This design comes from an exercise in tuning for small area, a short achievable clock period and few clock cycles per item on the open sky130 flow, not from production work. RTL that was checked went through simulation tests only; none was proved equivalent to the original.

==> inputs of run a <==
## part1
module part1 (
    input logic clk,
    input logic rst_n,
    input logic [7:0] data_in,
    input logic data_valid,
    output logic data_ack,
    output logic [31:0] result,
    output logic result_ready,
    output logic data_error,
    input logic error_clear
);
==> module part1, before the edit <==
module part1 (
    input logic clk,
    input logic rst_n,
    input logic [7:0] data_in,
    input logic data_valid,
    output logic data_ack,
    output logic [31:0] result,
    output logic result_ready,
    output logic data_error,
    input logic error_clear
);
    typedef enum logic [2:0] {
        S_EXPECT_DIGIT          = 0,
        S_EXPECT_DIGIT_OR_EOL   = 1,
        S_PROCESS               = 2,
        S_PROCESS_ACK           = 3,
        S_PREPARE_UPDATE_RESULT = 4,
        S_RESULT_READY          = 5,
        S_ERROR                 = 6
    } state_t;
    localparam logic [7:0] ASCII_NEWLINE = "\n";
    localparam logic [7:0] ASCII_0 = "0";
    localparam logic [7:0] ASCII_9 = "9";
    int bin_data_in;
    state_t current_state, next_state;
    int current_result;
    int max1;
    int max2;
    int saved_max1;
    int saved_max2;
    int saved_data_in;
    logic max1_just_found;
    int temp_result;
    wire is_ascii_digit;
    wire is_terminator;
    assign is_terminator = data_in == ASCII_NEWLINE;
    assign is_ascii_digit = (data_in >= ASCII_0 && data_in <= ASCII_9);
    assign bin_data_in = int'(data_in) - int'(ASCII_0);
    assign result = current_result;
    always_comb begin
        temp_result = max1 * 10 + max2;
        if (max1_just_found) begin
            if (saved_data_in > max2) begin
                temp_result = saved_max1 * 10 + saved_data_in;
            end else begin
                temp_result = saved_max1 * 10 + saved_max2;
            end
        end
    end
    always_ff @(posedge clk, negedge rst_n) begin
        if (!rst_n) begin
            data_error <= 1'b0;
            current_state <= S_EXPECT_DIGIT;
        end else begin
            data_error <= next_state == S_ERROR;
            current_state <= next_state;
        end
    end
    always_comb begin
        next_state = current_state;
        data_ack = 1'b0;
        result_ready = 1'b0;
        unique case (current_state)
            S_EXPECT_DIGIT: begin
                if (data_valid) begin
                    if (is_ascii_digit) begin
                        next_state = S_PROCESS;
                    end else begin
                        next_state = S_ERROR;
                    end
                end
            end
            S_EXPECT_DIGIT_OR_EOL: begin
                if (data_valid) begin
                    if (is_ascii_digit) begin
                        next_state = S_PROCESS;
                    end else if (is_terminator) begin
                        next_state = S_PREPARE_UPDATE_RESULT;
                    end else begin
                        next_state = S_ERROR;
                    end
                end
            end
            S_PROCESS: begin
                next_state = S_PROCESS_ACK;
            end
            S_PROCESS_ACK: begin
                data_ack = 1'b1;
                if (!data_valid) begin
                    next_state = S_EXPECT_DIGIT_OR_EOL;
                end
            end
            S_PREPARE_UPDATE_RESULT: begin
                next_state = S_RESULT_READY;
            end
            S_RESULT_READY: begin
                data_ack = 1'b1;
                result_ready = 1'b1;
                if (!data_valid) begin
                    next_state = S_EXPECT_DIGIT;
                end
            end
            S_ERROR: begin
                if (error_clear) begin
                    next_state = S_EXPECT_DIGIT;
                end
            end
            default: begin
                next_state = S_EXPECT_DIGIT;
            end
        endcase
    end
    always_ff @(posedge clk or negedge rst_n) begin
        if (!rst_n) begin
            current_result <= 0;
            max1 <= -1;
            max2 <= -1;
            saved_max1 <= -1;
            saved_max2 <= -1;
            saved_data_in <= -1;
            max1_just_found <= 1'b0;
        end else begin
            unique case (current_state)
                S_EXPECT_DIGIT: begin
                end
                S_EXPECT_DIGIT_OR_EOL: begin
                end
                S_PROCESS: begin
                    max1_just_found <= 1'b0;
                    if (bin_data_in > max1) begin
                        saved_max1 <= max1;
                        saved_max2 <= max2;
                        saved_data_in <= bin_data_in;
                        max1 <= bin_data_in;
                        max2 <= -1;
                        max1_just_found <= 1'b1;
                    end else if (bin_data_in > max2) begin
                        max2 <= bin_data_in;
                    end
                end
                S_PROCESS_ACK: begin
                end
                S_PREPARE_UPDATE_RESULT: begin
                    current_result <= current_result + temp_result;
                end
                S_RESULT_READY: begin
                    max1 <= -1;
                    max2 <= -1;
                    saved_max1 <= -1;
                    saved_max2 <= -1;
                    saved_data_in <= -1;
                    max1_just_found <= 1'b0;
                end
                S_ERROR: begin
                end
                default: begin
                end
            endcase
        end
    end
endmodule
export LEC_CHECK = 0
export CAP_MARGIN = 20
export CORE_MARGIN = 2
export CORE_UTILIZATION = 40
export SLEW_MARGIN = 20
create_clock -name core_clock -period 8.0 [get_ports {clk}]
run.sh (not shown) runs the stock make flow with config.mk's settings and CLKGATE_MAP_FILE= SYNTH_SCRIPT=/design/flow/synth_recipe.tcl, a recipe that flattens the netlist after the stock synthesis.
==> inputs of run b, as changes to run a <==
==> flow/design.v (replaced) <==
`default_nettype none
`timescale 1ns/1ns
module part1 (
    input logic clk,
    input logic rst_n,
    input logic [7:0] data_in,
    input logic data_valid,
    output logic data_ack,
    output logic [31:0] result,
    output logic result_ready,
    output logic data_error,
    input logic error_clear
);
    logic [3:0] m, a, b;
    logic       need_digit;
    logic [31:0] total;
    wire [3:0] d = data_in[3:0];
    wire is_digit = (data_in[7:4] == 4'h3) && (d <= 4'd9);
    wire is_nl    = (data_in == 8'h0a);
    wire idle     = !data_ack && !data_error;
    wire take_dig = idle && data_valid && is_digit;
    wire take_nl  = idle && data_valid && is_nl && !need_digit;
    wire reject   = idle && data_valid && !is_digit && !(is_nl && !need_digit);
    wire upd  = (m != a) || (d > b);
    wire mnew = (m == 4'hf) || (d > m);
    wire a_none = (a == 4'hf);
    wire [31:0] lineval = a_none ? ({28'd0, b} - 32'd10)
                                 : ({28'd0, a} * 32'd10 + {28'd0, b});
    assign result = total;
    always_ff @(posedge clk or negedge rst_n) begin
        if (!rst_n) begin
            data_ack     <= 1'b0;
            result_ready <= 1'b0;
            data_error   <= 1'b0;
            need_digit   <= 1'b1;
            m <= 4'hf;
            a <= 4'hf;
            b <= 4'h0;
            total <= 32'd0;
        end else begin
            if (data_ack) begin
                data_ack <= data_valid;
                result_ready <= result_ready && data_valid;
            end else begin
                data_ack <= take_dig || take_nl;
                result_ready <= take_nl;
            end
            if (data_error) begin
                if (error_clear) begin
                    data_error <= 1'b0;
                    need_digit <= 1'b1;
                end
            end else if (reject) begin
                data_error <= 1'b1;
            end
            if (take_dig) begin
                need_digit <= 1'b0;
                if (upd) begin
                    a <= m;
                    b <= d;
                end
                if (mnew) m <= d;
            end
            if (take_nl) begin
                need_digit <= 1'b1;
                total <= total + lineval;
                m <= 4'hf;
                a <= 4'hf;
                b <= 4'h0;
            end
        end
    end
endmodule
==> qor summary <==
Status: run a finished clean; run b finished clean
Post-synthesis share of cell area spent on full adders, half adders and majority gates: run a 21.2%; run b 15.4%
Count of H-tree levels built during CTS: run a 3; run b 2
Core Footprint: run a 0.0234 mm2; run b 0.0102 mm2
Number of instances in the synthesized netlist: run a 1194; run b 493
Met2 GRT Util: run a 37.6%; run b 29.2%
Number of cells on the worst reg-to-reg path: run a 32; run b 16
Routability cong.: run a 0.943; run b 0.920
Met3 Usage GRT: run a 2.52%; run b 2.82%
Worst endpoint required time: run a 8.25 ns; run b 8.22 ns
Inserted Clock Buffers: run a 9; run b 5
Per-cell via count in the routed design: run a 5.56; run b 5.55
Multiplexer area fraction after synthesis: run a 1.09%; run b 1.55%
Placed instance area: run a 0.0103 mm2; run b 0.00474 mm2
Testbench counts of run b, summed over its fixed seeds: cycles 38,784, chars 19,392.
Function not checked in run a: the RTL went through the layout flow alone.

[what the ideal ports hide]
How much do the figures lean on ideal ports? The routed layouts below were timed once more, with nothing changed but the port constraints.
Step 1 assumes that a clkbuf_16 drives the clock port and a buf_2 every other input.
Step 2 moves the port delays by t, midway between the first and last clock arrival at a register: inputs arrive t later, outputs are due t later. That takes back most of the time a late clock gives input paths.
a / b / c = ideal ports / drivers / drivers and shift; a / b = the first two.
run | t (ns) | setup WS [ns] | worst hold slack (ns) | clock arrival spread, ns | worst slew at a driven data input, ns
run a | 0.392 | 0.639 / 0.639 / 0.639 | 0.504 / 0.504 / 0.504 | 0.012 / 0.012 | 0.03
run b | 0.329 | 3.561 / 3.561 / 3.561 | 0.519 / 0.519 / 0.519 | 0.012 / 0.012 | 0.03
After both steps every run listed still meets setup and hold.
